What follows belongs to an exercise in optimizing a design on an open flow for small area; a production flow would make more cautious choices.
Only simulation tests tie the RTL to the original design; equivalence was not proved.
Power figures rest on the tool's default switching activity, not on a simulated workload.

==> inputs of onyx <==
## DIGITAL_CLOCK
module DIGITAL_CLOCK(
	RESETN, CLK,
	KEY,
	LCD_RS, LCD_RW,
	LCD_DATA, PIEZO
);
input RESETN, CLK;
input [4:0] KEY;
output reg LCD_RS, LCD_RW;
output reg [7:0] LCD_DATA;
output wire PIEZO;
wire rst = !RESETN;
localparam OP_MENU = 3'd1, OP_SETV = 3'd2, OP_SETC = 3'd3, OP_CANC = 3'd4,
           OP_INC = 3'd5, OP_DEC = 3'd6, OP_NOP = 3'd0;
reg [14:0] kcnt;
reg [1:0] ph;           
reg [2:0] op;           
reg [3:0] mode;         
reg [3:0] modep;        
reg meridian, ae;
wire k_menu = (KEY == 5'b10000);
wire k_set = (KEY == 5'b01000);
wire k_cancel = (KEY == 5'b00100);
wire k_up = (KEY == 5'b00010);
wire k_down = (KEY == 5'b00001);
wire kvalid = k_menu | k_set | k_cancel | k_up | k_down;
wire m_view = (mode[2:0] == 3'd0);
wire setc = (op == OP_SETC);
wire setting_ok = setc & ph[1];                  
wire s_or_as = setc & (ph[1] ^ ph[0]);           
wire kterm = (kcnt == 15'd23269);
wire act = kvalid & !setting_ok & kterm;
reg [2:0] eff_op;
always @(*) begin
	eff_op = OP_NOP;
	if (k_menu) eff_op = OP_MENU;
	if (k_set) eff_op = m_view ? OP_SETV : OP_SETC;
	if (k_cancel) eff_op = m_view ? OP_NOP : OP_CANC;
	if (k_up) eff_op = m_view ? OP_NOP : OP_INC;
	if (k_down) eff_op = m_view ? OP_NOP : OP_DEC;
end
always @(posedge CLK) begin
	if (rst) kcnt <= 0;
  ...
clock: 10.0 ns
lec_check: 0
abc_area: 1
cap_margin: 20
core_margin: 2
core_utilization: 60
cts_buf_list: sky130_fd_sc_hd__clkbuf_2 sky130_fd_sc_hd__clkbuf_4
cts_cluster_size: 30
slew_margin: 20
standard.sh (not shown) runs the stock make flow with config.mk's settings and CLKGATE_MAP_FILE= SYNTH_SCRIPT=/design/flow/synth_recipe.tcl, a recipe that flattens the netlist after the stock synthesis.
==> flow/flow/run.sh <==
#!/bin/bash
# Own flow: the standard synthesis, then the combinational cells re-mapped by a stronger
# ABC script (flip-flops untouched), then the standard layout of that netlist.
set -euo pipefail
W=$(pwd)
R=$W/orfs/results/${FLOW_PLATFORM}/DIGITAL_CLOCK/base
YOSYS=$FLOW_HOME/../tools/install/yosys/bin/yosys
[ -x "$YOSYS" ] || YOSYS=yosys

bash standard.sh synth > std_synth.log 2>&1
cp "$R/1_2_yosys.v" "$W/std_synth_netlist.v"

export REOPT_LIB=$FLOW_HOME/platforms/${FLOW_PLATFORM}/lib/sky130_fd_sc_hd__tt_025C_1v80.lib
export REOPT_IN=$W/std_synth_netlist.v
export REOPT_OUT=$W/reopt_netlist.v
export REOPT_ABC=$W/flow/reopt.abc
"$YOSYS" -c "$W/flow/reopt.tcl" > reopt.log 2>&1

# the flip-flops must be exactly the standard synthesis's
grep -oE '^\s*sky130_fd_sc_hd__\w*df\w*\s+\S+' "$REOPT_IN" | sort > ff_std.txt
grep -oE '^\s*sky130_fd_sc_hd__\w*df\w*\s+\S+' "$REOPT_OUT" | sort > ff_reopt.txt
cmp ff_std.txt ff_reopt.txt

cp "$REOPT_OUT" "$R/1_2_yosys.v"
touch "$R/1_2_yosys.v"
bash standard.sh > std_layout.log 2>&1
==> flow/flow/reopt.abc <==
strash
dch -f
map -a
mfs2
strash
dch -f
amap
topo
==> flow/flow/reopt.tcl <==
# Re-map the combinational cells of the standard synthesis netlist with a stronger ABC
# script. Flip-flops stay the same instances (names and cell types): they are made black
# boxes before the netlist is flattened, so only the logic between them changes.
yosys -import
set lib $::env(REOPT_LIB)
read_liberty -overwrite -ignore_miss_func -setattr liberty_cell $lib
foreach m [split [string trim [tee -q -s result.string select -list-mod A:liberty_cell]] "\n"] {
  if {[regexp {__(df|edf|sdf|dl|sdl|einv|ebuf|conb|tap|fill|decap|diode)} $m]} { blackbox $m }
}
read_verilog -overwrite $::env(REOPT_IN)
hierarchy -top DIGITAL_CLOCK
flatten
opt_clean -purge
set du {}
foreach c {sky130_fd_sc_hd__probe_p_8 sky130_fd_sc_hd__probec_p_8 sky130_fd_sc_hd__lpflow_bleeder_1 sky130_fd_sc_hd__lpflow_clkbufkapwr_1 sky130_fd_sc_hd__lpflow_clkbufkapwr_16 sky130_fd_sc_hd__lpflow_clkbufkapwr_2 sky130_fd_sc_hd__lpflow_clkbufkapwr_4 sky130_fd_sc_hd__lpflow_clkbufkapwr_8 sky130_fd_sc_hd__lpflow_clkinvkapwr_1 sky130_fd_sc_hd__lpflow_clkinvkapwr_16 sky130_fd_sc_hd__lpflow_clkinvkapwr_2 sky130_fd_sc_hd__lpflow_clkinvkapwr_4 sky130_fd_sc_hd__lpflow_clkinvkapwr_8 sky130_fd_sc_hd__lpflow_decapkapwr_12 sky130_fd_sc_hd__lpflow_decapkapwr_3 sky130_fd_sc_hd__lpflow_decapkapwr_4 sky130_fd_sc_hd__lpflow_decapkapwr_6 sky130_fd_sc_hd__lpflow_decapkapwr_8 sky130_fd_sc_hd__lpflow_inputiso0n_1 sky130_fd_sc_hd__lpflow_inputiso0p_1 sky130_fd_sc_hd__lpflow_inputiso1n_1 sky130_fd_sc_hd__lpflow_inputiso1p_1 sky130_fd_sc_hd__lpflow_inputisolatch_1 sky130_fd_sc_hd__lpflow_isobufsrc_1 sky130_fd_sc_hd__lpflow_isobufsrc_16 sky130_fd_sc_hd__lpflow_isobufsrc_2 sky130_fd_sc_hd__lpflow_isobufsrc_4 sky130_fd_sc_hd__lpflow_isobufsrc_8 sky130_fd_sc_hd__lpflow_isobufsrckapwr_16 sky130_fd_sc_hd__lpflow_lsbuf_lh_hl_isowell_tap_1 sky130_fd_sc_hd__lpflow_lsbuf_lh_hl_isowell_tap_2 sky130_fd_sc_hd__lpflow_lsbuf_lh_hl_isowell_tap_4 sky130_fd_sc_hd__lpflow_lsbuf_lh_isowell_4 sky130_fd_sc_hd__lpflow_lsbuf_lh_isowell_tap_1 sky130_fd_sc_hd__lpflow_lsbuf_lh_isowell_tap_2 sky130_fd_sc_hd__lpflow_lsbuf_lh_isowell_tap_4} { lappend du -dont_use $c }
abc -script $::env(REOPT_ABC) -liberty $lib {*}$du
select -assert-none t:$*
opt_clean -purge
hilomap -singleton -hicell sky130_fd_sc_hd__conb_1 HI -locell sky130_fd_sc_hd__conb_1 LO
splitnets
opt_clean -purge
tee -o $::env(REOPT_OUT).stat stat -liberty $lib
write_verilog -noattr -nohex -nodec $::env(REOPT_OUT)
==> juniper (differences from onyx) <==
==> flow/run.sh (new file) <==
#!/bin/bash
# synth_recipe.tcl (not shown) runs the flow's synth.tcl, then flattens the netlist and writes it again
# the make line also repeats each setting of config.mk as NAME=value (left out here)
make -C /OpenROAD-flow-scripts/flow DESIGN_CONFIG=/design/flow/config.mk WORK_HOME=/design/flow/orfs CLKGATE_MAP_FILE= SYNTH_SCRIPT=/design/flow/synth_recipe.tcl finish
Settings changed: CORE_UTILIZATION 60 to 45, CTS_BUF_LIST sky130_fd_sc_hd__clkbuf_2 sky130_fd_sc_hd__clkbuf_4 to sky130_fd_sc_hd__clkbuf_4, CTS_CLUSTER_SIZE 30 to not set.
removed: flow/flow/run.sh
removed: flow/flow/reopt.abc
removed: flow/flow/reopt.tcl
removed: flow/standard.sh
==> comparison table <==
metric                                                                  onyx    juniper
Number of antenna violations at the first check in global routing          1          2
Count of non-filler cells in the finished layout                        1933       2502
Run status                                          timing/DRC/antenna clean  timing/DRC/antenna clean
Cell count of the worst hold path                                          0          2
Flop-to-flop setup slack                                             3.85 ns    5.01 ns
Number of buffers and inverters on the critical path                       6          5
Worst slack after detailed placement                                 4.03 ns    5.01 ns
Number of vias after detailed routing                                  11955      13461
Origin of the critical flop-to-flop path                            state[1]    lcnt[0]
Avg Synthesized Cell Area                                           7.94 µm²   7.17 µm²
Combinational group share of total power                                5.6%      14.0%
Fraction of final layout cells sized beyond drive strength 1           7.56%      9.64%
Clock buffer and inverter area fraction after layout                   6.64%      6.28%
Synth Net Count                                                         1527       2042
Vias in the first global route                                         11168      12676
GR met3 Demand/Resource                                                6.27%      4.71%
Global-route met2 utilization                                          49.9%      38.3%
Worst reg2reg path depth                                                  31         36
Post-placement cell count                                               1812       2367
Clock latency reported for the late side of the worst-skew pair      0.70 ns    0.74 ns
Setup ws final                                                       3.85 ns    5.01 ns
Hold path endpoint                                                      merp    tcnt[2]
Power Total                                                          2.16 mW    2.54 mW
Delay of the slowest critical-path stage                             0.66 ns    0.40 ns
Design Area, Final                                                 13600 µm²  15800 µm²
Non-clock buffer area fraction after layout                            1.83%      1.54%

## port drivers added, routing unchanged
The results above use ideal ports. As a check the final layouts listed here were re-extracted and re-timed, cells and wires unchanged.
Step 1: set_driving_cell puts a clkbuf_16 on CLK and a buf_2 on each other input, an assumption about the parent block.
Step 2 moves the port delays by t, midway between the first and last clock arrival at a register: inputs arrive t later, outputs are due t later. That takes back most of the time a late clock gives input paths.
Three values: no drivers, after step 1, after step 2; two values: the first two.
run	shift t [ns]	setup WS [ns]	pins driven straight from the clock port
onyx	0.724	3.853 / 3.853 / 3.853	1
juniper	0.774	5.007 / 5.007 / 5.007	1
After both steps every run listed still meets setup and hold.
